This design comes from an exercise in tuning for a short achievable clock period and few clock cycles on the open sky130 flow, not from production work. In this exercise RTL edits were held to simulation tests only and were not proved equivalent to the original. Power figures rest on the tool's default switching activity, not on a simulated workload.

==> job 3312 <==
==> flow/design.v <==
`timescale 1ns / 1ps
module KGPRISC(clk, rst, imem_addr, imem_rdata, dmem_addr, dmem_wdata, dmem_we, dmem_rdata);
	input wire clk, rst;
	output wire [31:0] imem_addr;
	input wire [31:0] imem_rdata;
	output wire [31:0] dmem_addr;
	output wire [31:0] dmem_wdata;
	output wire dmem_we;
	input wire [31:0] dmem_rdata;
	reg  [31:0] pc_f;
	reg         v_d, ptk_d;
	reg  [31:0] ir_d, pc4_d;
	reg         v_e, we_e, ld_e, st_e, setc_e, useimm_e;
	reg  [4:0]  rd_e;
	reg  [31:0] a_e, t_e, imm_e, pv_e;
	reg         fa_m, fa_w, ft_m, ft_w;
	reg         r_add, r_and, r_xor, r_neg, r_shl, r_shr, r_sra, r_pass;
	reg         we_m, st_m;
	reg         ld_m;
	reg  [4:0]  rd_m;
	reg  [31:0] res_m, sd_m, da_m;    
	reg         we_w;
	reg  [4:0]  rd_w;
	reg  [31:0] wv_w;
	reg         carry;
	reg         rst_q;    
	reg  [31:1] wsel_w;
	reg         wz_w, wo_w;
	reg  [31:1] rs_oh, rt_oh;
	reg         se_a, sm_a, sw_a, se_t, sm_t, sw_t;
	wire [31:0] rfq [1:31];
	wire [31:1] rfz, rfo;
	genvar g;
	generate for (g = 1; g < 32; g = g + 1) begin : RF
		reg [31:0] q;
		reg        z, o;
		always @(posedge clk)
			if (rst_q) begin
				q <= 32'd0;
				z <= 1'b1;
				o <= 1'b0;
			end else if (wsel_w[g]) begin
				q <= wv_w;
				z <= wz_w;
				o <= wo_w;
			end
		assign rfq[g] = q;
		assign rfz[g] = z;
		assign rfo[g] = o;
	end endgenerate
	reg  [31:0] ra, rb;
	integer k;
	always @(*) begin
		ra = 32'd0;
		rb = 32'd0;
		for (k = 1; k < 32; k = k + 1) begin
			ra = ra | ({32{rs_oh[k]}} & rfq[k]);
			rb = rb | ({32{rt_oh[k]}} & rfq[k]);
		end
	end
	wire ra_z = ~|(rs_oh & ~rfz);
	wire ra_o = |(rs_oh & rfo);
	wire [31:0] a_fw = fa_m ? res_m : (fa_w ? wv_w : a_e);
	wire [31:0] t_fw = ft_m ? res_m : (ft_w ? wv_w : t_e);
	wire [31:0] b_op = useimm_e ? imm_e : t_fw;
	wire [32:0] sum  = {1'b0, a_fw} + {1'b0, b_op};
	wire [31:0] neg  = 32'd0 - t_fw;
	wire [5:0]  amt  = b_op[5:0];
	wire [63:0] sra_x = {{32{a_fw[31]}}, a_fw} >> amt[4:0];
	wire [31:0] shl  = amt[5] ? 32'd0 : (a_fw << amt[4:0]);
	wire [31:0] shr  = amt[5] ? 32'd0 : (a_fw >> amt[4:0]);
	wire [31:0] sra  = amt[5] ? {32{a_fw[31]}} : sra_x[31:0];
	wire [31:0] res_e = ({32{r_add}} & sum[31:0]) | ({32{r_and}} & (a_fw & b_op)) |
	                    ({32{r_xor}} & (a_fw ^ b_op)) | ({32{r_neg}} & neg) |
	                    ({32{r_shl}} & shl) | ({32{r_shr}} & shr) | ({32{r_sra}} & sra) |
	                    ({32{r_pass}} & pv_e);
	wire [5:0] op = ir_d[31:26];
	wire [4:0] rs = ir_d[25:21];
	wire [4:0] rt = ir_d[20:16];
	wire [9:0] fn = ir_d[9:0];
	wire fn0 = (fn == 10'd0), fn1 = (fn == 10'd1), fn2 = (fn == 10'd2), fn3 = (fn == 10'd3);
	wire o_alu = (op == 6'd0), o_shi = (op == 6'd1), o_shv = (op == 6'd2), o_addi = (op == 6'd3);
	wire o_compi = (op == 6'd4), o_lw = (op == 6'd5), o_sw = (op == 6'd6), o_b = (op == 6'd7);
	wire o_bl = (op == 6'd8), o_bcy = (op == 6'd9), o_bncy = (op == 6'd10), o_br = (op == 6'd11);
	wire o_bltz = (op == 6'd12), o_bz = (op == 6'd13), o_bnz = (op == 6'd14);
	wire o_sh = o_shi | o_shv;
	wire sh_ok = fn0 | fn1 | fn2;
	wire o_rel = o_bltz | o_bz | o_bnz;
	wire o_pd = o_b | o_bl | o_bcy | o_bncy;
	wire [31:0] imm21 = {{11{ir_d[20]}}, ir_d[20:0]};
	wire [31:0] imm16 = {{16{ir_d[15]}}, ir_d[15:0]};
	wire [31:0] rel_tgt = pc4_d + {imm21[29:0], 2'b00};
	wire [31:0] pd_tgt  = {pc4_d[31:28], ir_d[25:0], 2'b00};
	wire seq_d = (o_pd & (ir_d[25:0] == pc4_d[27:2])) | (o_rel & (ir_d[20:0] == 21'd0));
	wire uses_a = (o_alu & (fn0 | fn1 | fn2)) | o_shi | o_shv | o_addi | o_lw | o_sw | o_br | o_rel;
	wire uses_t = (o_alu & (fn0 | fn1 | fn2 | fn3)) | o_shv | o_sw;
	wire writes = o_alu | o_sh | o_addi | o_compi;    
	wire [4:0] rd_d = o_lw ? rt : (o_bl ? 5'd31 : rs);
	wire we_d = ((writes | o_lw) & (rd_d != 5'd0)) | o_bl;
	wire [31:0] a_d = sw_a ? wv_w : ra;
	wire [31:0] t_d = sw_t ? wv_w : rb;
	wire a_d_z = sw_a ? wz_w : ra_z;
	wire m_z = (res_m == 32'd0);
	wire m_o = (res_m == 32'd1);
	wire hit_e = se_a;
	wire hit_m = sm_a;
	wire hitt_e = se_t;
	wire hitt_m = sm_t;
	wire o_regbr = o_rel | o_br;
	reg         brw;
	reg  [31:0] brv;
	wire br_slow = o_br & ~hit_e & ~hit_m & ~brw;
	reg         pex_d;    
	wire [31:0] bv = hit_m ? res_m : brv;
	wire b_neg = hit_m ? res_m[31] : a_d[31];
	wire b_zero = hit_m ? m_z : a_d_z;
	wire stall_d = v_d & ((ld_e & ((uses_a & hit_e) | (uses_t & hitt_e))) |
	                      (~pex_d & ((o_regbr & (hit_e | (hit_m & ld_m))) |
	                                 ((o_bcy | o_bncy) & setc_e) | br_slow)));
	wire adv_d = v_d & ~stall_d;
	wire taken_d = (o_bz & b_zero) | (o_bnz & ~b_zero) | (o_bltz & b_neg) | o_br |
	               o_b | o_bl | (o_bcy & carry) | (o_bncy & ~carry);
	wire long_d = o_rel & ~((ir_d[20:9] == 12'd0) | (ir_d[20:9] == 12'hFFF));
	wire c_t = adv_d & ~seq_d & ~pex_d & (~ptk_d | long_d);
	wire c_n = adv_d & ~seq_d & ~pex_d & ptk_d;
	wire s_bv = c_t & o_br;
	wire s_tg = c_t & ~o_br & taken_d;
	wire s_p4 = c_n & ~taken_d;
	wire redir_d = s_bv | s_tg | s_p4;
	wire [31:0] tgt_d = o_rel ? rel_tgt : pd_tgt;
	wire d_dec = v_d & o_addi & (rs != 5'd0) & (ir_d[20:0] == 21'h1FFFFF) & ~hit_e & ~(hit_m & ld_m);
	wire d_one = hit_m ? m_o : (sw_a ? wo_w : ra_o);
	wire d_brk = v_d & o_addi & (rs != 5'd0) & ((hit_e & r_pass) | (~hit_e & hit_m & ~ld_m));
	wire [31:0] d_bsum = (hit_e ? pv_e : res_m) + imm21;
	wire [31:0] fi = imem_rdata;
	wire [5:0] f_op = fi[31:26];
	wire f_pd = (f_op == 6'd7) | (f_op == 6'd8);
	wire f_bz = (f_op == 6'd13), f_bnz = (f_op == 6'd14);
	wire f_rel = (f_op == 6'd12) | f_bz | f_bnz;
	wire f_know = d_dec & (f_bz | f_bnz) & (fi[25:21] == rs);
	wire f_brk = d_brk & (f_op == 6'd11) & (fi[25:21] == rs);
	wire [31:0] pc4_f = pc_f + 32'd4;
	wire f_short = (fi[20:9] == 12'd0) | (fi[20:9] == 12'hFFF);
	wire [9:0]  f_lo = {1'b0, pc4_f[10:2]} + {1'b0, fi[8:0]};
	wire [20:0] f_hi = pc4_f[31:11];
	wire [20:0] f_hi_p1 = f_hi + 21'd1;
	wire [20:0] f_hi_m1 = f_hi - 21'd1;
	wire [20:0] f_hi_t = fi[20] ? (f_lo[9] ? f_hi : f_hi_m1) : (f_lo[9] ? f_hi_p1 : f_hi);
	wire [31:0] f_rel_tgt = {f_hi_t, f_lo[8:0], pc4_f[1:0]};
	wire [31:0] f_pd_tgt = {pc4_f[31:28], fi[25:0], 2'b00};
	wire f_bcy = (f_op == 6'd9), f_bncy = (f_op == 6'd10);
	wire f_cknow = ~(v_d & ((o_alu & fn0) | o_addi)) & ~setc_e;
	wire f_ctk = f_cknow & ((f_bcy & carry) | (f_bncy & ~carry));
	wire f_ptk = f_pd | f_ctk | (f_rel & (f_know ? (f_bnz ^ d_one) : fi[20]));
	wire [31:0] f_tgt = f_rel ? f_rel_tgt : f_pd_tgt;
	wire s_keep = ~redir_d & stall_d;
	wire s_ft = ~redir_d & ~stall_d & f_ptk;
	wire s_fb = ~redir_d & ~stall_d & f_brk;
	wire s_f4 = ~redir_d & ~stall_d & ~f_ptk & ~f_brk;
	wire [31:0] npc = ({32{s_bv}} & bv) | ({32{s_tg}} & tgt_d) | ({32{s_p4}} & pc4_d) |
	                  ({32{s_keep}} & pc_f) | ({32{s_ft}} & f_tgt) | ({32{s_fb}} & d_bsum) |
	                  ({32{s_f4}} & pc4_f);
	wire [4:0] rs_n = stall_d ? rs : fi[25:21];
	wire [4:0] rt_n = stall_d ? rt : fi[20:16];
	assign imem_addr  = pc_f;
	assign dmem_addr  = da_m;
	assign dmem_wdata = sd_m;
	assign dmem_we    = st_m;
	always @(posedge clk) begin
		rst_q <= rst;
		if (rst) begin
			pc_f <= 32'd0;
			carry <= 1'b0;
			v_d <= 1'b0;
			v_e <= 1'b0; we_e <= 1'b0; ld_e <= 1'b0; st_e <= 1'b0; setc_e <= 1'b0;
			we_m <= 1'b0; st_m <= 1'b0; ld_m <= 1'b0;
			we_w <= 1'b0;
			wsel_w <= 31'd0;
			brw <= 1'b0;
		end else begin
			pc_f <= npc;
			if (v_e & setc_e) carry <= sum[32];
			v_d <= ~redir_d;
			brw <= v_d & br_slow;
			if (!stall_d) begin
				ir_d <= fi;
				pc4_d <= pc4_f;
				ptk_d <= f_ptk;
				pex_d <= f_brk | (f_know & f_short);
				for (k = 1; k < 32; k = k + 1) begin
					rs_oh[k] <= (fi[25:21] == k);
					rt_oh[k] <= (fi[20:16] == k);
				end
			end
			v_e    <= adv_d;
			we_e   <= adv_d & we_d;
			ld_e   <= adv_d & o_lw;
			st_e   <= adv_d & o_sw;
			setc_e <= adv_d & ((o_alu & fn0) | o_addi);
			we_m  <= we_e;
			ld_m  <= ld_e;
			st_m  <= st_e;
			we_w <= we_m;
			for (k = 1; k < 32; k = k + 1) wsel_w[k] <= we_m & (rd_m == k);
		end
	end
	always @(posedge clk) begin
		brv <= a_d;
		rd_e   <= rd_d;
		a_e    <= a_d;
		t_e    <= t_d;
		fa_m   <= hit_e;
		fa_w   <= hit_m;
		ft_m   <= hitt_e;
		ft_w   <= hitt_m;
		se_a   <= adv_d & we_d & (rd_d == rs_n);
		sm_a   <= we_e & (rd_e == rs_n);
		sw_a   <= we_m & (rd_m == rs_n);
		se_t   <= adv_d & we_d & (rd_d == rt_n);
		sm_t   <= we_e & (rd_e == rt_n);
		sw_t   <= we_m & (rd_m == rt_n);
		useimm_e <= o_addi | o_lw | o_sw | o_shi;
		imm_e  <= o_shi ? {26'd0, ir_d[15:10]} : (o_addi ? imm21 : imm16);
		pv_e   <= o_compi ? (32'd0 - imm21) : (o_bl ? pc4_d : 32'd0);
		r_add  <= (o_alu & fn0) | o_addi | o_lw | o_sw;
		r_and  <= o_alu & fn1;
		r_xor  <= o_alu & fn2;
		r_neg  <= o_alu & fn3;
		r_shl  <= o_sh & fn0;
		r_shr  <= o_sh & fn1;
		r_sra  <= o_sh & fn2;
		r_pass <= o_compi | o_bl | (o_alu & ~(fn0 | fn1 | fn2 | fn3)) | (o_sh & ~sh_ok);
		rd_m  <= rd_e;
		res_m <= res_e;
		da_m  <= sum[31:0];
		sd_m  <= t_fw;
		rd_w <= rd_m;
		wv_w <= ld_m ? dmem_rdata : res_m;
		wz_w <= ld_m ? (dmem_rdata == 32'd0) : m_z;
		wo_w <= ld_m ? (dmem_rdata == 32'd1) : m_o;
	end
endmodule
==> flow/flow/run.sh <==
#!/bin/bash
# Own layout flow: the standard ORFS flow (standard.sh, unchanged synthesis), with
# - the port buffers made buf_4 cells (buffer_ports otherwise picks a slow delay cell);
# - gate sizing not limited to the same footprint.
set -euo pipefail
MARGIN=${MARGIN:-9.5}
sed "s|\"\${@:-finish}\"|SETUP_SLACK_MARGIN=$MARGIN MATCH_CELL_FOOTPRINT=0 'BUFFER_PORTS_ARGS=-buffer_cell sky130_fd_sc_hd__buf_4' \"\${@:-finish}\"|" standard.sh > standard_margin.sh
grep -q "SETUP_SLACK_MARGIN=$MARGIN" standard_margin.sh
bash standard_margin.sh > standard_margin.log 2>&1
==> flow/standard.sh <==
#!/bin/bash
# synth_recipe.tcl (not shown) runs the flow's synth.tcl, then flattens the netlist and writes it again
# the make line also repeats each setting of config.mk as NAME=value (left out here)
make -C /OpenROAD-flow-scripts/flow DESIGN_CONFIG=/design/flow/config.mk WORK_HOME=/design/flow/orfs CLKGATE_MAP_FILE= SYNTH_SCRIPT=/design/flow/synth_recipe.tcl "${@:-finish}"
==> flow/config.mk <==
export PLATFORM = sky130hd
export DESIGN_NAME = KGPRISC
export DESIGN_NICKNAME = KGPRISC
export VERILOG_FILES = /design/flow/design.v
export SDC_FILE = /design/flow/constraint.sdc
export NUM_CORES = 4
export LEC_CHECK = 0
export CAP_MARGIN = 20
export CORE_MARGIN = 2
export CORE_UTILIZATION = 40
export SLEW_MARGIN = 20
==> flow/constraint.sdc <==
create_clock -name core_clock -period 14.0 [get_ports {clk}]
set_input_delay 2.8000 -clock core_clock [delete_from_list [all_inputs] [get_ports {clk}]]
set_output_delay 2.8000 -clock core_clock [all_outputs]
set_load 0.01 [all_outputs]
==> inputs of job 2956, as changes to job 3312 <==
--- a/flow/design.v
+++ b/flow/design.v
@@ -13,7 +13,7 @@
 	reg         v_e, we_e, ld_e, st_e, setc_e, useimm_e;
 	reg  [4:0]  rd_e;
 	reg  [31:0] a_e, t_e, imm_e, pv_e;
-	reg         fa_m, fa_w, ft_m, ft_w;
+	reg         fa_m, ft_m;
 	reg         r_add, r_and, r_xor, r_neg, r_shl, r_shr, r_sra, r_pass;
 	reg         we_m, st_m;
 	reg         ld_m;
@@ -60,8 +60,8 @@
 	end
 	wire ra_z = ~|(rs_oh & ~rfz);
 	wire ra_o = |(rs_oh & rfo);
-	wire [31:0] a_fw = fa_m ? res_m : (fa_w ? wv_w : a_e);
-	wire [31:0] t_fw = ft_m ? res_m : (ft_w ? wv_w : t_e);
+	wire [31:0] a_fw = fa_m ? res_m : a_e;
+	wire [31:0] t_fw = ft_m ? res_m : t_e;
 	wire [31:0] b_op = useimm_e ? imm_e : t_fw;
 	wire [32:0] sum  = {1'b0, a_fw} + {1'b0, b_op};
 	wire [31:0] neg  = 32'd0 - t_fw;
@@ -101,6 +101,7 @@
 	wire [31:0] t_d = sw_t ? wv_w : rb;
 	wire a_d_z = sw_a ? wz_w : ra_z;
 	wire m_z = (res_m == 32'd0);
+	wire [31:0] m_val = ld_m ? dmem_rdata : res_m;    
 	wire m_o = (res_m == 32'd1);
 	wire hit_e = se_a;
 	wire hit_m = sm_a;
@@ -120,7 +121,7 @@
 	wire adv_d = v_d & ~stall_d;
 	wire taken_d = (o_bz & b_zero) | (o_bnz & ~b_zero) | (o_bltz & b_neg) | o_br |
 	               o_b | o_bl | (o_bcy & carry) | (o_bncy & ~carry);
-	wire long_d = o_rel & ~((ir_d[20:9] == 12'd0) | (ir_d[20:9] == 12'hFFF));
+	wire long_d = o_rel & ~((ir_d[20:6] == 15'd0) | (ir_d[20:6] == 15'h7FFF));
 	wire c_t = adv_d & ~seq_d & ~pex_d & (~ptk_d | long_d);
 	wire c_n = adv_d & ~seq_d & ~pex_d & ptk_d;
 	wire s_bv = c_t & o_br;
@@ -140,13 +141,13 @@
 	wire f_know = d_dec & (f_bz | f_bnz) & (fi[25:21] == rs);
 	wire f_brk = d_brk & (f_op == 6'd11) & (fi[25:21] == rs);
 	wire [31:0] pc4_f = pc_f + 32'd4;
-	wire f_short = (fi[20:9] == 12'd0) | (fi[20:9] == 12'hFFF);
-	wire [9:0]  f_lo = {1'b0, pc4_f[10:2]} + {1'b0, fi[8:0]};
-	wire [20:0] f_hi = pc4_f[31:11];
-	wire [20:0] f_hi_p1 = f_hi + 21'd1;
-	wire [20:0] f_hi_m1 = f_hi - 21'd1;
-	wire [20:0] f_hi_t = fi[20] ? (f_lo[9] ? f_hi : f_hi_m1) : (f_lo[9] ? f_hi_p1 : f_hi);
-	wire [31:0] f_rel_tgt = {f_hi_t, f_lo[8:0], pc4_f[1:0]};
+	wire f_short = (fi[20:6] == 15'd0) | (fi[20:6] == 15'h7FFF);
+	wire [6:0]  f_lo = {1'b0, pc4_f[7:2]} + {1'b0, fi[5:0]};
+	wire [23:0] f_hi = pc4_f[31:8];
+	wire [23:0] f_hi_p1 = f_hi + 24'd1;
+	wire [23:0] f_hi_m1 = f_hi - 24'd1;
+	wire [23:0] f_hi_t = fi[20] ? (f_lo[6] ? f_hi : f_hi_m1) : (f_lo[6] ? f_hi_p1 : f_hi);
+	wire [31:0] f_rel_tgt = {f_hi_t, f_lo[5:0], pc4_f[1:0]};
 	wire [31:0] f_pd_tgt = {pc4_f[31:28], fi[25:0], 2'b00};
 	wire f_bcy = (f_op == 6'd9), f_bncy = (f_op == 6'd10);
 	wire f_cknow = ~(v_d & ((o_alu & fn0) | o_addi)) & ~setc_e;
@@ -207,12 +208,10 @@
 	always @(posedge clk) begin
 		brv <= a_d;
 		rd_e   <= rd_d;
-		a_e    <= a_d;
-		t_e    <= t_d;
+		a_e    <= hit_m ? m_val : a_d;
+		t_e    <= hitt_m ? m_val : t_d;
 		fa_m   <= hit_e;
-		fa_w   <= hit_m;
 		ft_m   <= hitt_e;
-		ft_w   <= hitt_m;
 		se_a   <= adv_d & we_d & (rd_d == rs_n);
 		sm_a   <= we_e & (rd_e == rs_n);
 		sw_a   <= we_m & (rd_m == rs_n);
@@ -235,7 +234,7 @@
 		da_m  <= sum[31:0];
 		sd_m  <= t_fw;
 		rd_w <= rd_m;
-		wv_w <= ld_m ? dmem_rdata : res_m;
+		wv_w <= m_val;
 		wz_w <= ld_m ? (dmem_rdata == 32'd0) : m_z;
 		wo_w <= ld_m ? (dmem_rdata == 32'd1) : m_o;
 	end
==> inputs of job 8503, as changes to job 3312 <==
--- a/flow/design.v
+++ b/flow/design.v
@@ -13,7 +13,7 @@
 	reg         v_e, we_e, ld_e, st_e, setc_e, useimm_e;
 	reg  [4:0]  rd_e;
 	reg  [31:0] a_e, t_e, imm_e, pv_e;
-	reg         fa_m, fa_w, ft_m, ft_w;
+	reg         fa_m, ft_m;
 	reg         r_add, r_and, r_xor, r_neg, r_shl, r_shr, r_sra, r_pass;
 	reg         we_m, st_m;
 	reg         ld_m;
@@ -60,8 +60,8 @@
 	end
 	wire ra_z = ~|(rs_oh & ~rfz);
 	wire ra_o = |(rs_oh & rfo);
-	wire [31:0] a_fw = fa_m ? res_m : (fa_w ? wv_w : a_e);
-	wire [31:0] t_fw = ft_m ? res_m : (ft_w ? wv_w : t_e);
+	wire [31:0] a_fw = fa_m ? res_m : a_e;
+	wire [31:0] t_fw = ft_m ? res_m : t_e;
 	wire [31:0] b_op = useimm_e ? imm_e : t_fw;
 	wire [32:0] sum  = {1'b0, a_fw} + {1'b0, b_op};
 	wire [31:0] neg  = 32'd0 - t_fw;
@@ -101,6 +101,7 @@
 	wire [31:0] t_d = sw_t ? wv_w : rb;
 	wire a_d_z = sw_a ? wz_w : ra_z;
 	wire m_z = (res_m == 32'd0);
+	wire [31:0] m_val = ld_m ? dmem_rdata : res_m;    
 	wire m_o = (res_m == 32'd1);
 	wire hit_e = se_a;
 	wire hit_m = sm_a;
@@ -120,7 +121,7 @@
 	wire adv_d = v_d & ~stall_d;
 	wire taken_d = (o_bz & b_zero) | (o_bnz & ~b_zero) | (o_bltz & b_neg) | o_br |
 	               o_b | o_bl | (o_bcy & carry) | (o_bncy & ~carry);
-	wire long_d = o_rel & ~((ir_d[20:9] == 12'd0) | (ir_d[20:9] == 12'hFFF));
+	wire long_d = o_rel & (rel_tgt[31:10] != pc4_d[31:10]);
 	wire c_t = adv_d & ~seq_d & ~pex_d & (~ptk_d | long_d);
 	wire c_n = adv_d & ~seq_d & ~pex_d & ptk_d;
 	wire s_bv = c_t & o_br;
@@ -140,13 +141,9 @@
 	wire f_know = d_dec & (f_bz | f_bnz) & (fi[25:21] == rs);
 	wire f_brk = d_brk & (f_op == 6'd11) & (fi[25:21] == rs);
 	wire [31:0] pc4_f = pc_f + 32'd4;
-	wire f_short = (fi[20:9] == 12'd0) | (fi[20:9] == 12'hFFF);
-	wire [9:0]  f_lo = {1'b0, pc4_f[10:2]} + {1'b0, fi[8:0]};
-	wire [20:0] f_hi = pc4_f[31:11];
-	wire [20:0] f_hi_p1 = f_hi + 21'd1;
-	wire [20:0] f_hi_m1 = f_hi - 21'd1;
-	wire [20:0] f_hi_t = fi[20] ? (f_lo[9] ? f_hi : f_hi_m1) : (f_lo[9] ? f_hi_p1 : f_hi);
-	wire [31:0] f_rel_tgt = {f_hi_t, f_lo[8:0], pc4_f[1:0]};
+	wire [8:0]  f_lo = {1'b0, pc4_f[9:2]} + {1'b0, fi[7:0]};
+	wire [31:0] f_rel_tgt = {pc4_f[31:10], f_lo[7:0], pc4_f[1:0]};
+	wire f_ok = fi[20] ? ((fi[20:8] == 13'h1FFF) & f_lo[8]) : ((fi[20:8] == 13'd0) & ~f_lo[8]);
 	wire [31:0] f_pd_tgt = {pc4_f[31:28], fi[25:0], 2'b00};
 	wire f_bcy = (f_op == 6'd9), f_bncy = (f_op == 6'd10);
 	wire f_cknow = ~(v_d & ((o_alu & fn0) | o_addi)) & ~setc_e;
@@ -186,7 +183,7 @@
 				ir_d <= fi;
 				pc4_d <= pc4_f;
 				ptk_d <= f_ptk;
-				pex_d <= f_brk | (f_know & f_short);
+				pex_d <= f_brk | (f_know & f_ok);
 				for (k = 1; k < 32; k = k + 1) begin
 					rs_oh[k] <= (fi[25:21] == k);
 					rt_oh[k] <= (fi[20:16] == k);
@@ -207,12 +204,10 @@
 	always @(posedge clk) begin
 		brv <= a_d;
 		rd_e   <= rd_d;
-		a_e    <= a_d;
-		t_e    <= t_d;
+		a_e    <= hit_m ? m_val : a_d;
+		t_e    <= hitt_m ? m_val : t_d;
 		fa_m   <= hit_e;
-		fa_w   <= hit_m;
 		ft_m   <= hitt_e;
-		ft_w   <= hitt_m;
 		se_a   <= adv_d & we_d & (rd_d == rs_n);
 		sm_a   <= we_e & (rd_e == rs_n);
 		sw_a   <= we_m & (rd_m == rs_n);
@@ -235,7 +230,7 @@
 		da_m  <= sum[31:0];
 		sd_m  <= t_fw;
 		rd_w <= rd_m;
-		wv_w <= ld_m ? dmem_rdata : res_m;
+		wv_w <= m_val;
 		wz_w <= ld_m ? (dmem_rdata == 32'd0) : m_z;
 		wo_w <= ld_m ? (dmem_rdata == 32'd1) : m_o;
 	end
--- a/flow/config.mk
+++ b/flow/config.mk
@@ -7,5 +7,5 @@
 export LEC_CHECK = 0
 export CAP_MARGIN = 20
 export CORE_MARGIN = 2
-export CORE_UTILIZATION = 40
+export CORE_UTILIZATION = 50
 export SLEW_MARGIN = 20
==> out/metrics.csv <==
stage,metric,value,unit
die,n_tap_cell,2640,
worst_setup_path,r2r-start,se_a,
pwr,powerSeq,4650,uW
run_status,status,finished clean,
pwr,peakVddDrop,0.000126,V
-- figures above: job 2956

==> out/metrics.csv <==
stage,metric,value,unit
run_status,status,finished clean,
routing,via_count,78300,
pwr,peakVddDrop,0.000149,V
worst_setup_path,crit_family,compound AO/OA/AOI/OAI gates,
worst_setup_path,r2r-start,fa_m,
die,n_tap_cell,2058,
layout,largest_register_ffs,992,
-- figures above: job 8503

==> out/metrics.csv <==
stage,metric,value,unit
run_status,status,finished clean,
routing,first_iter_violations,12800,
worst_setup_path,r2r-start,rs_oh[7],
pwr,peakVddDrop,0.000136,V
layout,num-multi-input-gates,6252,
pwr,power_frac_seq,44.0,%
pwr,powerSeq,4530,uW
die,n_tap_cell,2640,
-- figures above: job 3312

Testbench counts of job 3312, summed over its fixed seeds: cycles 27,326.
Testbench counts of job 2956, summed over its fixed seeds: cycles 27,326.
Testbench counts of job 8503, summed over its fixed seeds: cycles 27,417.

[re-timing with driven ports]
In the flow no input, the clock included, has a driving cell. The finished layouts below were timed again as built, in two steps. Step 1 (the two cells are an assumption about what drives the block):
set clk [get_ports {clk}]
set_driving_cell -lib_cell sky130_fd_sc_hd__clkbuf_16 $clk
set_driving_cell -lib_cell sky130_fd_sc_hd__buf_2 [delete_from_list [all_inputs] $clk]
Step 2 adds t to the input delays and takes it off the output delays; t is the mean of the earliest and latest rising clock arrival at the registers after step 1. Input paths then give back, and output paths get back, about the clock's delay inside the block. Three values: ideal ports, drivers, drivers and shift; two values: the first two.
| run | t (ns) | slack for setup (ns) | worst setup path after step 2 | clock arrival spread, ns |
|---|---|---|---|---|
| job 3312 | 0.930 | 9.311 / 9.351 / 8.421 | input to register | 0.063 / 0.063 |
| job 2956 | 0.952 | 8.899 / 8.951 / 7.999 | input to register | 0.057 / 0.056 |
| job 8503 | 0.908 | 9.215 / 9.215 / 8.749 | input to register | 0.074 / 0.074 |
After both steps every run listed still meets setup and hold. For job 2956, which loses most, drivers alone change the setup slack by +0.052 ns; drivers and shift together by -0.900 ns.
